From an optimization exercise on the open Yosys and OpenROAD flow, aimed at small area; shortcuts taken in it are not production practice.
Only simulation tests tie the RTL to the original design; equivalence was not proved.
Power and IR drop assume default switching activity.

== P ==
Design uart_top, start of the top module:
module uart_top (
  input  logic        pclk,
  input  logic        presetn,
  input  logic        psel,
  input  logic        penable,
  input  logic        pwrite,
  input  logic [31:0] paddr,
  input  logic [31:0] pwdata,
  input  logic        uart_rxd,
  output logic        pready,
  output logic [31:0] prdata,
  output logic        uart_txd,
  output logic        uart_intpt
);
  logic apb_acc;
  always_ff @(posedge pclk or negedge presetn)
    if (!presetn) apb_acc <= 1'b0;
    else          apb_acc <= ~apb_acc & psel;
  logic rd_en, wr_en;
  assign rd_en  = apb_acc & penable & ~pwrite;
  assign wr_en  = apb_acc & penable &  pwrite;
  assign pready = 1'b1;
  logic thr_wr_en, rbr_rd_en;
  assign thr_wr_en = wr_en & (paddr[7:0] == 8'h00);
  assign rbr_rd_en = rd_en & (paddr[7:0] == 8'h00);
  logic [2:0] ier;
  logic       fifoen, rxclr, txclr;
  logic [1:0] rxfiftl;
  logic [1:0] wls;
  logic       stb, pen, eps, sp, loop;
  logic [7:0] dll, dlh;
  logic       utrst, urrst;
  always_ff @(posedge pclk or negedge presetn)
    if (!presetn) begin
      ier     <= 3'b0;
      fifoen  <= 1'b0;
      rxclr   <= 1'b0;
      txclr   <= 1'b0;
      rxfiftl <= 2'b0;
      wls     <= 2'b0;
      stb     <= 1'b0;
      pen     <= 1'b0;
      eps     <= 1'b0;
      sp      <= 1'b0;
      loop    <= 1'b0;
      dll     <= 8'b0;
      dlh     <= 8'b0;
      utrst   <= 1'b0;
      urrst   <= 1'b0;
    end else if (wr_en) begin
      case (paddr[7:0])
        8'h04: ier <= pwdata[2:0];
        8'h08: {rxfiftl, txclr, rxclr, fifoen} <= {pwdata[7:6], pwdata[2:0]};
        8'h0C: {loop, sp, eps, pen, stb, wls} <= {pwdata[7], pwdata[5:0]};
        8'h20: dll <= pwdata[7:0];
        8'h24: dlh <= pwdata[7:0];
  ...
clock: 10.0 ns
lec_check: 0
cap_margin: 0
core_margin: 2
core_utilization: 65
cts_buf_list: sky130_fd_sc_hd__clkbuf_8
cts_cluster_diameter: 50
cts_cluster_size: 20
slew_margin: 0
standard.sh (not shown) runs the stock make flow with config.mk's settings and CLKGATE_MAP_FILE= SYNTH_SCRIPT=/design/flow/synth_recipe.tcl, a recipe that flattens the netlist after the stock synthesis.
==> flow/flow/run.sh <==
#!/bin/bash
set -euo pipefail
export BUFFER_PORTS_ARGS="-buffer_cell sky130_fd_sc_hd__buf_1"
export CTS_ARGS="-sink_clustering_enable -repair_clock_nets -sink_clustering_size 24 -sink_clustering_max_diameter 50 -buf_list sky130_fd_sc_hd__clkbuf_8 -dont_use_dummy_load"
bash standard.sh finish > standard.log 2>&1
What Q does differently from P at the input level:
==> flow/flow/run.sh <==
#!/bin/bash
set -euo pipefail
export BUFFER_PORTS_ARGS="-buffer_cell sky130_fd_sc_hd__buf_1"
export CTS_ARGS="-sink_clustering_enable -repair_clock_nets -sink_clustering_size 30 -sink_clustering_max_diameter 100 -buf_list sky130_fd_sc_hd__clkbuf_16 -dont_use_dummy_load"
bash standard.sh finish > standard.log 2>&1
Results
- [compare] base=P new=Q: overall via count from detail_route lost about 0.8%; final area now sits at about the same level; highest clock frequency the design can meet closely matched the old numbers.
Modified inputs, R compared to Q
==> flow/run.sh (new file) <==
#!/bin/bash
# synth_recipe.tcl (not shown) runs the flow's synth.tcl, then flattens the netlist and writes it again
# the make line also repeats each setting of config.mk as NAME=value (left out here)
make -C /OpenROAD-flow-scripts/flow DESIGN_CONFIG=/design/flow/config.mk WORK_HOME=/design/flow/orfs CLKGATE_MAP_FILE= SYNTH_SCRIPT=/design/flow/synth_recipe.tcl finish
removed: flow/flow/run.sh
removed: flow/standard.sh
==> comparison <==
- Against Q, R reports a fraction of power consumed by the clock network that is higher.
- Sum of internal, switching and leakage power (R over Q): increase, about 10%
- When R is set beside Q, its filler-free cell count of the finished design turns out to be 57 larger.
- On die extent in x, R and Q are neck and neck.
- Diff Q -> R: detailed route wirelength on metal3 saw a decrease, wire length of the first global-routing pass climbed 1200 um.
Modified inputs, S compared to R
==> flow/flow/run.sh (new file) <==
#!/bin/bash
set -euo pipefail
export BUFFER_PORTS_ARGS="-buffer_cell sky130_fd_sc_hd__buf_1"
export CTS_ARGS="-sink_clustering_enable -repair_clock_nets -sink_clustering_size 40 -sink_clustering_max_diameter 60 -buf_list sky130_fd_sc_hd__clkbuf_16 -dont_use_dummy_load"
bash standard.sh finish > standard.log 2>&1
==> flow/standard.sh (new file) <==
#!/bin/bash
# synth_recipe.tcl (not shown) runs the flow's synth.tcl, then flattens the netlist and writes it again
# the make line also repeats each setting of config.mk as NAME=value (left out here)
make -C /OpenROAD-flow-scripts/flow DESIGN_CONFIG=/design/flow/config.mk WORK_HOME=/design/flow/orfs CLKGATE_MAP_FILE= SYNTH_SCRIPT=/design/flow/synth_recipe.tcl "${@:-finish}"
removed: flow/run.sh
--- outcome ---
Compared with R, S shows period utilization lower by 8.0 points.
Summary of S over R: worst hold slack picked up an extra 9.8 ps; net total in the final layout lost 7.
Number of buffers added by the clock tree synthesis step, R and S: higher on R

Starting RTL as in the previous note.
Settings: LEC_CHECK=0, CAP_MARGIN=0, CORE_MARGIN=2, CORE_UTILIZATION=65, CTS_BUF_LIST=sky130_fd_sc_hd__clkbuf_8, CTS_CLUSTER_DIAMETER=50, CTS_CLUSTER_SIZE=20, SLEW_MARGIN=0; clock period 10.0 ns.
==> flow/flow/run.sh <==
#!/bin/bash
set -euo pipefail
export BUFFER_PORTS_ARGS="-buffer_cell sky130_fd_sc_hd__buf_1"
export CTS_ARGS="-sink_clustering_enable -repair_clock_nets -sink_clustering_size 30 -sink_clustering_max_diameter 45 -buf_list sky130_fd_sc_hd__clkbuf_8 -dont_use_dummy_load"
bash standard.sh finish > standard.log 2>&1
Change:
==> flow/flow/run.sh (replaced) <==
#!/bin/bash
set -euo pipefail
export BUFFER_PORTS_ARGS="-buffer_cell sky130_fd_sc_hd__buf_2"
export CTS_ARGS="-sink_clustering_enable -repair_clock_nets -sink_clustering_size 20 -sink_clustering_max_diameter 50 -buf_list sky130_fd_sc_hd__clkbuf_8 -dont_use_dummy_load"
bash standard.sh finish > standard.log 2>&1
=>
- hold slack is worse by 0.0055 ns
- routed wire length hardly moves
- clock skew went down by 0.026 ns
Change:
==> flow/flow/run.sh (replaced) <==
#!/bin/bash
set -euo pipefail
export BUFFER_PORTS_ARGS="-buffer_cell sky130_fd_sc_hd__buf_1"
export CTS_ARGS="-sink_clustering_enable -repair_clock_nets -sink_clustering_size 32 -sink_clustering_max_diameter 70 -buf_list sky130_fd_sc_hd__clkbuf_16 -dont_use_dummy_load"
bash standard.sh finish > standard.log 2>&1
Effect:
- fmax rises by 5.0%
- clock power is higher by about 10%
- worst setup slack gains 0.30 ns
- die area is unchanged
- synthesized area stays the same
- combinational power stays flat
- cell area climbs by 0.58%
- non-clock buffer count came out higher by 5
- power goes up by about 4%
- global-route usage decreases by 0.32 points
Change:
==> flow/flow/run.sh (replaced) <==
#!/bin/bash
set -euo pipefail
export BUFFER_PORTS_ARGS="-buffer_cell sky130_fd_sc_hd__buf_1"
export CTS_ARGS="-sink_clustering_enable -repair_clock_nets -sink_clustering_size 30 -sink_clustering_max_diameter 100 -buf_list sky130_fd_sc_hd__clkbuf_16 -dont_use_dummy_load"
bash standard.sh finish > standard.log 2>&1
CORE_UTILIZATION = 78   (was 65)
Outcome: The new run finished clean; core utilization rises by 13 points; via count rises by 4.8%; power falls by 5.7%; wire length rises by 5.2%; die area falls by 16%.

Starting RTL as in the previous note.
clock: 10.0 ns
lec_check: 0
cap_margin: 0
core_margin: 2
core_utilization: 65
cts_buf_list: sky130_fd_sc_hd__clkbuf_8
cts_cluster_diameter: 50
cts_cluster_size: 20
slew_margin: 0
==> flow/flow/run.sh <==
#!/bin/bash
set -euo pipefail
export BUFFER_PORTS_ARGS="-buffer_cell sky130_fd_sc_hd__buf_1"
export CTS_ARGS="-sink_clustering_enable -repair_clock_nets -buf_list sky130_fd_sc_hd__clkbuf_8 -dont_use_dummy_load"
bash standard.sh finish > standard.log 2>&1
Then changed:
==> flow/flow/run.sh (replaced) <==
#!/bin/bash
set -euo pipefail
export BUFFER_PORTS_ARGS="-buffer_cell sky130_fd_sc_hd__buf_1"
export CTS_ARGS="-sink_clustering_enable -repair_clock_nets -sink_clustering_size 18 -sink_clustering_max_diameter 100 -buf_list sky130_fd_sc_hd__clkbuf_8 -dont_use_dummy_load"
bash standard.sh finish > standard.log 2>&1
Register-to-register slack loses 0.03 ns.
Core utilization drops by 2.0 points.
Cell area drops by 2.8%.
Critical path depth is unchanged.
Worst setup slack loses 0.018 ns.
First-iteration DRC count drops by 0.46%.
Wire length drops by 2.0%.
Global-route usage drops by 0.70 points.
Power drops by 14%.
Count of clock-buffer cells in the layout drops by 45.
Sequential cell count stays the same.

uart_top, a different RTL version from the one above (not shown whole).
Size in the first run: ~1700 cells after synthesis, about 450 flip-flops, roughly 110 I/O pins, ~0.020 mm² of cells after synthesis.
export LEC_CHECK = 0
export CAP_MARGIN = 0
export CORE_MARGIN = 2
export CORE_UTILIZATION = 65
export SLEW_MARGIN = 0
create_clock -name core_clock -period 10.0 [get_ports {pclk}]
==> flow/flow/run.sh <==
#!/bin/bash
# The standard layout (standard.sh) with these changes:
#  - port buffers are buf_1 cells;
#  - before global placement, cells are swapped for same-area variants with more drive
#    (flow/same_area_upsize.tcl);
#  - clock tree synthesis uses clkbuf_16 cells on clusters of up to 30 sinks and inserts no
#    dummy loads.
# The full output of the flow goes to standard.log.
set -euo pipefail
export BUFFER_PORTS_ARGS="-buffer_cell sky130_fd_sc_hd__buf_1"
export PRE_GLOBAL_PLACE_TCL="$PWD/flow/same_area_upsize.tcl"
export CTS_ARGS="-sink_clustering_enable -repair_clock_nets -sink_clustering_size 24 -sink_clustering_max_diameter 100 -buf_list {sky130_fd_sc_hd__clkbuf_8 sky130_fd_sc_hd__clkbuf_16} -dont_use_dummy_load"
bash standard.sh finish > standard.log 2>&1
==> flow/flow/same_area_upsize.tcl <==
# Swap cells for the variant of the same area with the larger drive (and max capacitance),
# so that fewer nets need repair buffers. Registers are not touched.
set swaps {
  sky130_fd_sc_hd__o21ai_0   sky130_fd_sc_hd__o21ai_1
  sky130_fd_sc_hd__a21boi_0  sky130_fd_sc_hd__a21boi_1
  sky130_fd_sc_hd__and2_0    sky130_fd_sc_hd__and2_1
  sky130_fd_sc_hd__o311ai_0  sky130_fd_sc_hd__o311ai_1
  sky130_fd_sc_hd__or2_0     sky130_fd_sc_hd__or2_1
}
set n 0
foreach inst [get_cells *] {
  set ref [get_property $inst ref_name]
  set i [lsearch -exact $swaps $ref]
  if { $i >= 0 && $i % 2 == 0 } {
    replace_cell $inst [lindex $swaps [expr {$i + 1}]]
    incr n
  }
}
puts "same_area_upsize: swapped $n cells"
The first run completed without violations.
Then changed:
==> flow/flow/run.sh (replaced) <==
#!/bin/bash
# The standard layout (standard.sh) with these changes:
#  - port buffers are buf_1 cells;
#  - before global placement, cells are swapped for same-area variants with more drive
#    (flow/same_area_upsize.tcl), and drivers of FIFO row enables get their _2 variant;
#  - clock tree synthesis uses clkbuf_16 cells on clusters of up to 30 sinks and inserts no
#    dummy loads.
# The full output of the flow goes to standard.log.
set -euo pipefail
export BUFFER_PORTS_ARGS="-buffer_cell sky130_fd_sc_hd__buf_1"
export PRE_GLOBAL_PLACE_TCL="$PWD/flow/same_area_upsize.tcl"
export SKIP_REPAIR_TIE_FANOUT=1
export CTS_ARGS="-sink_clustering_enable -repair_clock_nets -sink_clustering_size 30 -sink_clustering_max_diameter 100 -buf_list sky130_fd_sc_hd__clkbuf_16 -dont_use_dummy_load"
bash standard.sh finish > standard.log 2>&1
--- a/flow/flow/same_area_upsize.tcl
+++ b/flow/flow/same_area_upsize.tcl
@@ -19 +19,22 @@
 puts "same_area_upsize: swapped $n cells"
+
+set m 0
+foreach inst [get_cells *] {
+  set ref [get_property $inst ref_name]
+  if { ![regexp {^(sky130_fd_sc_hd__[a-z0-9]+)_[01]$} $ref -> base] } { continue }
+  if { [string match "*df*" $ref] } { continue }
+  set up "${base}_2"
+  if { [llength [get_lib_cells */$up]] == 0 } { continue }
+  foreach pin [get_pins -of_objects $inst -filter "direction == output"] {
+    set net [get_nets -of_objects $pin]
+    set de 0
+    foreach load [get_pins -of_objects $net -filter "direction == input"] {
+      if { [get_property $load name] eq "DE" } { incr de }
+    }
+    if { $de >= 6 } {
+      replace_cell $inst $up
+      incr m
+    }
+  }
+}
+puts "same_area_upsize: $m row-enable drivers upsized"
Effect: Cell area shrinks by 0.57%. Wire length shrinks by 1.2%. Cell count fell by 1.7%. Clock-buffer cell count shrinks by 4. Utilization went down by 0.39 points. Setup slack degrades by 0.011 ns. Register-to-register slack gets better by 0.38 ns. Die area does not change. Clock skew decreases by 0.036 ns. Hold slack gains 0.013 ns.
Then changed:
--- a/flow/flow/run.sh
+++ b/flow/flow/run.sh
@@ -4,3 +4,4 @@
 #  - before global placement, cells are swapped for same-area variants with more drive
-#    (flow/same_area_upsize.tcl), and drivers of FIFO row enables get their _2 variant;
+#    (flow/same_area_upsize.tcl);
+#  - the tie cells of constant outputs are not duplicated per output (SKIP_REPAIR_TIE_FANOUT);
 #  - clock tree synthesis uses clkbuf_16 cells on clusters of up to 30 sinks and inserts no
==> flow/flow/same_area_upsize.tcl (replaced) <==
# Swap cells for the variant of the same area with the larger drive (and max capacitance),
# so that fewer nets need repair buffers. Registers are not touched.
set swaps {
  sky130_fd_sc_hd__o21ai_0   sky130_fd_sc_hd__o21ai_1
  sky130_fd_sc_hd__a21boi_0  sky130_fd_sc_hd__a21boi_1
  sky130_fd_sc_hd__and2_0    sky130_fd_sc_hd__and2_1
  sky130_fd_sc_hd__o311ai_0  sky130_fd_sc_hd__o311ai_1
  sky130_fd_sc_hd__or2_0     sky130_fd_sc_hd__or2_1
}
set n 0
foreach inst [get_cells *] {
  set ref [get_property $inst ref_name]
  set i [lsearch -exact $swaps $ref]
  if { $i >= 0 && $i % 2 == 0 } {
    replace_cell $inst [lindex $swaps [expr {$i + 1}]]
    incr n
  }
}
puts "same_area_upsize: swapped $n cells"
Result: The changed run went through all stages and came out clean; via count barely changes; worst setup slack is better by 0.025 ns; utilization came out lower by 0.22 points; final cell count came out higher by 0.40%; routed wire length is about the same; clock-buffer cell count is unchanged; clock power came out lower by about 0.7%; cell area came out lower by 0.31%; register-to-register slack is worse by 0.72 ns.

Setup of orange:
RTL: one of the versions met above, not the one the previous note started from.
Size in the first run: roughly 1400 cells after synthesis, roughly 110 I/O pins, ~21000 µm² of cells after synthesis.
export LEC_CHECK = 0
export CAP_MARGIN = 0
export CORE_MARGIN = 2
export CORE_UTILIZATION = 65
export CTS_BUF_LIST = sky130_fd_sc_hd__clkbuf_8
export CTS_CLUSTER_DIAMETER = 50
export CTS_CLUSTER_SIZE = 20
export SLEW_MARGIN = 0
create_clock -name core_clock -period 10.0 [get_ports {pclk}]
==> flow/flow/run.sh <==
#!/bin/bash
set -euo pipefail
export BUFFER_PORTS_ARGS="-buffer_cell sky130_fd_sc_hd__buf_1"
export CTS_ARGS="-sink_clustering_enable -repair_clock_nets -sink_clustering_size 10 -sink_clustering_max_diameter 30 -buf_list sky130_fd_sc_hd__clkbuf_4 -dont_use_dummy_load"
bash standard.sh finish > standard.log 2>&1
orange ran to completion and came out clean on the timing, DRC and antenna checks.
Inputs modified between orange and purple:
==> flow/flow/run.sh <==
#!/bin/bash
set -euo pipefail
export BUFFER_PORTS_ARGS="-buffer_cell sky130_fd_sc_hd__buf_1"
export CTS_ARGS="-sink_clustering_enable -repair_clock_nets -sink_clustering_size 20 -sink_clustering_max_diameter 50 -buf_list sky130_fd_sc_hd__clkbuf_8 -dont_use_dummy_load"
bash standard.sh finish > standard.log 2>&1
==> comparison <==
- Design area was higher in the run labelled orange.
- Global router's overall resource usage in purple is 0.50 points below orange.
- Delta (purple minus orange): part of the cycle the worst path needs neither gained nor lost much, fill cell instance count of the final layout lost 0.64%, global routing usage on met3 lost 1.0 points, clock-pin slew on the worst setup and hold paths neither gained nor lost much.
- orange and purple ended up with nearly the same shortest clock period the worst path allows after layout.
- Power on purple is down relative to orange.
- Compared purple vs orange, and share of cell area taken by flip-flops and latches is up in purple.

-- separate check: timing with driven ports --
In the flow no input, the clock included, has a driving cell. The finished layouts below were timed again as built, in two steps. Step 1, drivers: a clkbuf_16 drives pclk and a buf_2 each remaining input, both assumed. Step 2 moves the port delays by t, midway between the first and last clock arrival at a register: inputs arrive t later, outputs are due t later. That takes back most of the time a late clock gives input paths. a / b / c = ideal ports / drivers / drivers and shift; a / b = the first two.
run	t (ns)	slack for setup (ns)	hold WS [ns]	latest minus earliest clock arrival (ns)	pins driven straight from the clock port
P	0.619	4.048 / 4.009 / 4.009	0.441 / 0.441 / 0.441	0.093 / 0.093	1
Q	0.579	4.065 / 4.026 / 4.026	0.449 / 0.449 / 0.449	0.057 / 0.056	1
R	0.629	3.281 / 3.216 / 3.216	0.433 / 0.433 / 0.433	0.037 / 0.037	1
S	0.558	4.084 / 4.044 / 4.044	0.442 / 0.442 / 0.442	0.039 / 0.039	1
the first run of note 2	0.619	4.056 / 4.018 / 4.018	0.439 / 0.439 / 0.439	0.089 / 0.090	1
the second run of note 2	0.627	3.768 / 3.719 / 4.211	0.433 / 0.433 / 0.433	0.071 / 0.071	1
the third run of note 2	0.613	4.065 / 4.027 / 4.027	0.447 / 0.447 / 0.447	0.058 / 0.058	1
the fourth run of note 2	0.565	4.052 / 4.009 / 4.009	0.455 / 0.455 / 0.455	0.058 / 0.057	1
the first run of note 3	0.613	4.058 / 4.021 / 4.021	0.440 / 0.440 / 0.440	0.053 / 0.054	1
the second run of note 3	0.649	4.040 / 4.002 / 4.002	0.449 / 0.449 / 0.449	0.048 / 0.047	1
the first run of note 4	0.587	4.101 / 4.049 / 4.131	0.456 / 0.456 / 0.456	0.065 / 0.064	1
the second run of note 4	0.582	4.090 / 4.068 / 4.070	0.469 / 0.469 / 0.469	0.031 / 0.030	1
the third run of note 4	0.582	4.115 / 4.061 / 4.124	0.480 / 0.480 / 0.480	0.052 / 0.053	1
orange	0.781	4.066 / 4.026 / 4.026	0.443 / 0.443 / 0.443	0.096 / 0.096	1
purple	0.603	4.066 / 4.025 / 4.025	0.443 / 0.443 / 0.443	0.071 / 0.071	1
After both steps every run listed still meets setup and hold. For R, which loses most, drivers alone change the setup slack by -0.065 ns; drivers and shift together by -0.065 ns.
